This design comes from an exercise in tuning for small area and a short achievable clock period on the open sky130 flow, not from production work. In this exercise RTL edits were held to simulation tests only and were not proved equivalent to the original. Power figures rest on the tool's default switching activity, not on a simulated workload.

build 5:
// OTTER_MCU
module OTTER_MCU(input CLK,
                input RESET,
                output [31:0] IMEM_ADDR,
                input [31:0] IMEM_RDATA1,
                input [31:0] IMEM_RDATA2,
                output [31:0] DMEM_ADDR1,
                output [31:0] DMEM_WDATA1,
                output [3:0] DMEM_BE1,
                input [31:0] DMEM_RDATA1,
                output [31:0] DMEM_ADDR2,
                output [31:0] DMEM_WDATA2,
                output [3:0] DMEM_BE2,
                input [31:0] DMEM_RDATA2,
                output [31:0] IOBUS_OUT,
                output [31:0] IOBUS_ADDR,
                output logic IOBUS_WR
);
    logic [31:0] pc, prev_pc;
    wire [31:0] IR = IMEM_RDATA1;
    wire [31:0] IR_2 = IMEM_RDATA2;
    assign IMEM_ADDR = pc;
    wire [31:0] A, B, A_2, B_2;
    logic [4:0] m_rd, m_rd_2;
    logic m_we, m_we_2;
    wire [31:0] wd, wd_2;
    OTTER_registerFile RF (.clock(CLK),
        .Read1(IR[19:15]), .Read2(IR[24:20]), .Read1_2(IR_2[19:15]), .Read2_2(IR_2[24:20]),
        .WriteReg(m_rd), .WriteReg_2(m_rd_2), .RegWrite(m_we), .RegWrite_2(m_we_2),
        .WriteData(wd), .WriteData_2(wd_2),
        .Data1(A), .Data2(B), .Data1_2(A_2), .Data2_2(B_2));
    wire [31:0] d_imm, d_tgt, d_alta, d_imm_2, d_tgt_2, d_alta_2;
    wire d_useA, d_useB, d_useA_2, d_useB_2;
    wire [3:0] d_fun, d_fun_2;
    wire d_we, d_we_2, d_ld, d_ld_2, d_st, d_st_2;
    wire [4:0] d_rd, d_rd_2;
    wire [2:0] d_f3, d_f3_2;
    wire d_rs, d_rs_2, d_jump, d_jump_2, d_link, d_link_2, d_sys, d_sys_2;
    wire d_beq, d_blt, d_bltu, d_binv, d_beq_2, d_blt_2, d_bltu_2, d_binv_2;
    OTTER_CU_DECODER_PIPE #(.LANE2(0)) DEC (.IR(IR), .P(pc), .Q(prev_pc),
        .UseA(d_useA), .UseB(d_useB), .AltA(d_alta), .Imm(d_imm), .Tgt(d_tgt), .AluFun(d_fun), .RegWrite(d_we), .Rd(d_rd),
        .IsLoad(d_ld), .IsStore(d_st), .Func3(d_f3), .RedirStatic(d_rs), .IsJump(d_jump), .IsLink(d_link),
        .IsSys(d_sys), .BrEq(d_beq), .BrLt(d_blt), .BrLtu(d_bltu), .BrInv(d_binv));
    OTTER_CU_DECODER_PIPE #(.LANE2(1)) DEC_2 (.IR(IR_2), .P(pc), .Q(prev_pc),
  ...
For scale: about 14,000 cells after synthesis, ~1,600 flip-flops.
==> flow/config.mk <==
export PLATFORM = sky130hd
export DESIGN_NAME = OTTER_MCU
export DESIGN_NICKNAME = OTTER_MCU
export VERILOG_FILES = /design/flow/design.v
export SDC_FILE = /design/flow/constraint.sdc
export NUM_CORES = 8
export LEC_CHECK = 0
export CAP_MARGIN = 20
export CELL_PAD_IN_SITES_DETAIL_PLACEMENT = 1
export CELL_PAD_IN_SITES_GLOBAL_PLACEMENT = 2
export CORE_MARGIN = 2
export CORE_UTILIZATION = 30
export PLACE_DENSITY = 0.45
export SLEW_MARGIN = 20
==> flow/constraint.sdc <==
create_clock -name core_clock -period 11.0 [get_ports {CLK}]
set_input_delay 2.2000 -clock core_clock [delete_from_list [all_inputs] [get_ports {CLK}]]
set_output_delay 2.2000 -clock core_clock [all_outputs]
set_load 0.01 [all_outputs]
standard.sh (not shown) runs the stock make flow with config.mk's settings and CLKGATE_MAP_FILE= SYNTH_SCRIPT=/design/flow/synth_recipe.tcl, a recipe that flattens the netlist after the stock synthesis.
==> flow/flow/run.sh <==
#!/bin/bash
set -euo pipefail
MARGIN=6.3
FLOWDIR=$(cd "$(dirname "$0")" && pwd)
R=orfs/results/sky130hd/OTTER_MCU/base

bash standard.sh synth > std_synth.log 2>&1
cp $R/1_2_yosys.v std_1_2_yosys.v

bash standard.sh SYNTH_SCRIPT=$FLOWDIR/synth_area.tcl "SYNTH_OPERATIONS_ARGS=-extra-map $FLOWDIR/no_extra_map.v" do-yosys > synth_area.log 2>&1
python3 $FLOWDIR/check_regs.py std_1_2_yosys.v $R/1_2_yosys.v > check_regs.log 2>&1
bash standard.sh do-1_synth > synth_odb.log 2>&1

CTS="-sink_clustering_enable -repair_clock_nets -sink_clustering_size 20 -sink_clustering_max_diameter 100 -dont_use_dummy_load"
bash standard.sh SETUP_SLACK_MARGIN=$MARGIN "BUFFER_PORTS_ARGS=-buffer_cell sky130_fd_sc_hd__buf_1" "CTS_ARGS=$CTS" finish > layout.log 2>&1
==> flow/flow/abc_area.script <==
&get -n
&st
&dch
&nf -R 0 -p
&put
buffer -c
topo
stime -c
dnsize -c
==> flow/flow/check_regs.py <==
#!/usr/bin/env python3
"""Compare the registers (flip-flop instances: name and cell type) of two netlists.
Exit 1 if they differ."""
import re, sys
def regs(path):
    s = open(path).read()
    out = {}
    for cell, name in re.findall(r'^\s*(sky130_fd_sc_hd__\w+)\s+(\S+)\s*\(', s, re.M):
        base = cell.replace('sky130_fd_sc_hd__', '')
        if re.match(r'(s?e?df|dfb|dfr|dfs|dfx|edf|sdf|dl)', base):
            out[name] = re.sub(r'_\d+$', '', base)
    return out
a, b = regs(sys.argv[1]), regs(sys.argv[2])
print(f"standard: {len(a)} registers, this synthesis: {len(b)} registers")
bad = [n for n in set(a) | set(b) if a.get(n) != b.get(n)]
for n in sorted(bad)[:50]:
    print("differs:", n, a.get(n), b.get(n))
sys.exit(1 if bad else 0)
==> flow/flow/no_extra_map.v <==
// intentionally empty: adders keep Yosys's default carry-lookahead mapping
==> flow/flow/synth_area.tcl <==
# The standard flow's synthesis script (synth_recipe.tcl), with ABC's mapping script replaced by
# abc_area.script from this folder
set abc_area_script [file join [file dirname [file normalize [info script]]] abc_area.script]
proc synth {args} { yosys synth -nofsm -noshare {*}$args }
proc abc {args} {
  set i [lsearch $args -script]
  if {$i >= 0} { lset args [expr {$i + 1}] $::abc_area_script }
  yosys abc {*}$args
}
source $::env(SCRIPTS_DIR)/synth.tcl
# left out here: clear keep_hierarchy, flatten, clean up, hide names made inside functions, write 1_2_yosys.v
### build 5 -> build 73
--- a/flow/flow/run.sh
+++ b/flow/flow/run.sh
@@ -9,3 +9,3 @@
 
-bash standard.sh SYNTH_SCRIPT=$FLOWDIR/synth_area.tcl "SYNTH_OPERATIONS_ARGS=-extra-map $FLOWDIR/no_extra_map.v" do-yosys > synth_area.log 2>&1
+bash standard.sh SYNTH_SCRIPT=$FLOWDIR/synth_area.tcl do-yosys > synth_area.log 2>&1
 python3 $FLOWDIR/check_regs.py std_1_2_yosys.v $R/1_2_yosys.v > check_regs.log 2>&1
removed: flow/flow/no_extra_map.v
## What came out
Build 73 | status: complete | timing, DRC, antenna: pass. The final reports for build 73 and build 5 show path length in cells of the critical path lower in the former. When build 73 is measured against build 5, its global-route wire length before repair turns out 61,000 um higher. Summary — complex-gate fraction of the synthesized area, build 73 relative to build 5: higher, by 0.89 points. Compared with build 5, build 73 shows a lower combinational power share. In terms of area of all placed cells without fillers, build 5 and build 73 differ only marginally. Status: clock distribution area overhead in the final layout parity (build 73, build 5). From build 5 to build 73, number of flip-flops and latches did not move at all. Build 73 vs build 5, switching fraction of total power went up by 2.3 points.
Input-level comparison between build 62 and build 73:
- changing PLACE_DENSITY from 0.45 to 0.5
--- a/flow/flow/run.sh
+++ b/flow/flow/run.sh
@@ -9,3 +9,3 @@
 
-bash standard.sh SYNTH_SCRIPT=$FLOWDIR/synth_area.tcl do-yosys > synth_area.log 2>&1
+bash standard.sh SYNTH_SCRIPT=$FLOWDIR/synth_area.tcl "SYNTH_OPERATIONS_ARGS=-extra-map $FLOWDIR/no_extra_map.v" do-yosys > synth_area.log 2>&1
 python3 $FLOWDIR/check_regs.py std_1_2_yosys.v $R/1_2_yosys.v > check_regs.log 2>&1
==> flow/flow/no_extra_map.v (new file) <==
// intentionally empty: adders keep Yosys's default carry-lookahead mapping
==> comparison <==
- [compare] base=build 73 new=build 62: fraction of area in multi-input gates -1.4 points; final cell count -about 5%.
- [build 62 vs build 73] sequential standard cell area: higher in build 62
#### Input delta (build 40 over build 62)
- swapping 0.5 for 0.45 in PLACE_DENSITY
--- a/flow/flow/run.sh
+++ b/flow/flow/run.sh
@@ -2,3 +2,3 @@
 set -euo pipefail
-MARGIN=6.3
+MARGIN=6.45
 FLOWDIR=$(cd "$(dirname "$0")" && pwd)
Results
Build 40 vs. build 62: combined area of the multi-input logic cells went up by about 2.2%.
The higher share of post-route cells with drive strength above 1 came out of build 40.
Non-clock inverter count in the final layout (build 40 vs. build 62) increases slightly
Summary: shortest clock period the worst path allows after layout, build 40 better than build 62
Share of the final layout cell area in multi-input gates: build 40 vs build 62 — no meaningful difference
The cell count after placement was comparable across build 40 and build 62.
Diff build 62..build 40 | cell depth of the worst min-delay path | unchanged
Build 40 and build 62 ended up with roughly the same part of the total power dissipated in the clock network.

---

== v10 ==
OTTER_MCU, a different RTL version from the one above (not shown whole).
Size in the first run: ~16000 cells after synthesis, roughly 1600 flip-flops, roughly 360 I/O pins, ~0.12 mm^2 of cells after synthesis.
==> flow/config.mk <==
export PLATFORM = sky130hd
export DESIGN_NAME = OTTER_MCU
export DESIGN_NICKNAME = OTTER_MCU
export VERILOG_FILES = /design/flow/design.v
export SDC_FILE = /design/flow/constraint.sdc
export NUM_CORES = 8
export LEC_CHECK = 0
export CAP_MARGIN = 20
export CELL_PAD_IN_SITES_DETAIL_PLACEMENT = 1
export CELL_PAD_IN_SITES_GLOBAL_PLACEMENT = 2
export CORE_MARGIN = 2
export CORE_UTILIZATION = 30
export PLACE_DENSITY = 0.45
export SLEW_MARGIN = 20
==> flow/constraint.sdc <==
create_clock -name core_clock -period 11.0 [get_ports {CLK}]
set_input_delay 2.2000 -clock core_clock [delete_from_list [all_inputs] [get_ports {CLK}]]
set_output_delay 2.2000 -clock core_clock [all_outputs]
set_load 0.01 [all_outputs]
==> flow/flow/run.sh <==
#!/bin/bash
set -euo pipefail
MARGIN=6.3
FLOWDIR=$(cd "$(dirname "$0")" && pwd)
R=orfs/results/sky130hd/OTTER_MCU/base

bash standard.sh synth > std_synth.log 2>&1
cp $R/1_2_yosys.v std_1_2_yosys.v

bash standard.sh SYNTH_SCRIPT=$FLOWDIR/synth_area.tcl do-yosys > synth_area.log 2>&1
python3 $FLOWDIR/check_regs.py std_1_2_yosys.v $R/1_2_yosys.v > check_regs.log 2>&1
bash standard.sh do-1_synth > synth_odb.log 2>&1

CTS="-sink_clustering_enable -repair_clock_nets -sink_clustering_size 24 -sink_clustering_max_diameter 120 -dont_use_dummy_load"
bash standard.sh SETUP_SLACK_MARGIN=$MARGIN "BUFFER_PORTS_ARGS=-buffer_cell sky130_fd_sc_hd__buf_1" "CTS_ARGS=$CTS" finish > layout.log 2>&1
Scripts as last shown in full above: flow/flow/abc_area.script, flow/flow/check_regs.py, flow/flow/synth_area.tcl
v10: no failed stages, no open violations at the end
Edits applied to the flow inputs when going from v10 to v34:
- CORE_UTILIZATION now 38, was 30
- PLACE_DENSITY now 0.55, was 0.45
-- flow/flow/run.sh --
<<< v10, line 13

CTS="-sink_clustering_enable -repair_clock_nets -sink_clustering_size 24 -sink_clustering_max_diameter 120 -dont_use_dummy_load"
bash standard.sh SETUP_SLACK_MARGIN=$MARGIN "BUFFER_PORTS_ARGS=-buffer_cell sky130_fd_sc_hd__buf_1" "CTS_ARGS=$CTS" finish > layout.log 2>&1
>>> v34, line 13

CTS="-sink_clustering_enable -repair_clock_nets -sink_clustering_size 20 -sink_clustering_max_diameter 100 -dont_use_dummy_load"
bash standard.sh SETUP_SLACK_MARGIN=$MARGIN "BUFFER_PORTS_ARGS=-buffer_cell sky130_fd_sc_hd__buf_1" "CTS_ARGS=$CTS" finish > layout.log 2>&1
Findings:
v34 vs v10: required time at the endpoint of the critical path down in v34. On v34: power of the combinational group is about 1% lower than what v10 gave. Against v10, routed wire length in v34 fell by a few percent.
### v34 -> v8
- CTS_BUF_LIST: unset -> sky130_fd_sc_hd__clkbuf_8
- CORE_UTILIZATION: 38 -> 30
- PLACE_DENSITY: 0.55 -> 0.45
==> flow/flow/run.sh <==
#!/bin/bash
set -euo pipefail
MARGIN=6.0
FLOWDIR=$(cd "$(dirname "$0")" && pwd)
R=orfs/results/sky130hd/OTTER_MCU/base

bash standard.sh synth > std_synth.log 2>&1
cp $R/1_2_yosys.v std_1_2_yosys.v

bash standard.sh SYNTH_SCRIPT=$FLOWDIR/synth_area.tcl do-yosys > synth_area.log 2>&1
python3 $FLOWDIR/check_regs.py std_1_2_yosys.v $R/1_2_yosys.v > check_regs.log 2>&1
bash standard.sh do-1_synth > synth_odb.log 2>&1

bash standard.sh SETUP_SLACK_MARGIN=$MARGIN "BUFFER_PORTS_ARGS=-buffer_cell sky130_fd_sc_hd__buf_1" finish > layout.log 2>&1
==> comparison <==
v8 was carried through to the last stage, and its layout satisfied the timing, DRC and antenna checks. Synthesized area came out exactly the same in v8 and v34. Relative to v34, critical path depth increased by 1 in v8. Compared with v34, v8 is the more power-hungry design. v8 against v34: clock skew dropped 0.020 ns, global-route wire length before repair increased by 7.5% relative to the old numbers, share of the cycle needed by the critical path after routing went down by 0.24 points. The fraction of met2 tracks used by global routing number comes out lower for v8 vs v34. Across both runs, area of the core was higher for v8 than for v34. Re proportion of cell area occupied by registers: v34 was higher than v8.
Input-level comparison between v17 and v8:
- CTS_BUF_LIST no longer set, was sky130_fd_sc_hd__clkbuf_8
-- flow/flow/run.sh --
<<< v8, line 2
set -euo pipefail
MARGIN=6.0
FLOWDIR=$(cd "$(dirname "$0")" && pwd)
>>> v17, line 2
set -euo pipefail
MARGIN=6.3
FLOWDIR=$(cd "$(dirname "$0")" && pwd)
<<< v8, line 13

bash standard.sh SETUP_SLACK_MARGIN=$MARGIN "BUFFER_PORTS_ARGS=-buffer_cell sky130_fd_sc_hd__buf_1" finish > layout.log 2>&1
>>> v17, line 13

CTS="-sink_clustering_enable -repair_clock_nets -sink_clustering_size 20 -sink_clustering_max_diameter 100 -dont_use_dummy_load"
bash standard.sh SETUP_SLACK_MARGIN=$MARGIN "BUFFER_PORTS_ARGS=-buffer_cell sky130_fd_sc_hd__buf_1" "CTS_ARGS=$CTS" finish > layout.log 2>&1
[summary]
- Number of standard cells in the layout, taps in and fillers out, v17 and v8, lower one = v17.
- CTS buffer count, v17 and v8: higher on v8
- Looking only at fraction of standard cell area that is sequential, and setting everything else aside, the higher value of v17 and v8 goes to v17.
- When v17 is measured against v8, its share of the clock period used by the worst path after layout turns out 2.0 points lower.

-- separate check: timing with driven ports --
The flow's constraints put no driver on any port. The routed layouts listed below were extracted and timed again, unchanged, in two steps. Step 1, drivers: a clkbuf_16 drives CLK and a buf_2 each remaining input, both assumed. Step 2 times the ports against the registers' clock, not the clock port: input delays grow and output delays shrink by t, the midpoint of the rising clock arrivals with the driver on. Slacks: no drivers / after step 1 / after step 2; pairs: no drivers / after step 1.
run	t (ns)	slack for setup (ns)	hold slack, ns	latest minus earliest clock arrival (ns)
build 5	1.091	6.009 / 5.942 / 4.850	0.335 / 0.335 / 0.335	0.135 / 0.135
build 73	1.076	5.698 / 5.699 / 4.623	0.325 / 0.325 / 0.325	0.128 / 0.128
build 62	1.091	6.009 / 5.942 / 4.850	0.335 / 0.335 / 0.335	0.135 / 0.135
build 40	1.099	6.021 / 5.759 / 4.659	0.326 / 0.326 / 0.326	0.167 / 0.167
v10	1.076	5.934 / 5.815 / 4.739	0.319 / 0.319 / 0.319	0.149 / 0.148
v34	1.079	5.616 / 5.610 / 4.530	0.331 / 0.331 / 0.331	0.204 / 0.205
v8	1.312	5.643 / 5.567 / 4.256	0.298 / 0.298 / 0.298	0.185 / 0.185
v17	1.103	5.867 / 5.794 / 4.691	0.332 / 0.332 / 0.332	0.136 / 0.136
After both steps setup and hold are still met in every run listed. For v8, which loses most, drivers alone change the setup slack by -0.076 ns; drivers and shift together by -1.387 ns.
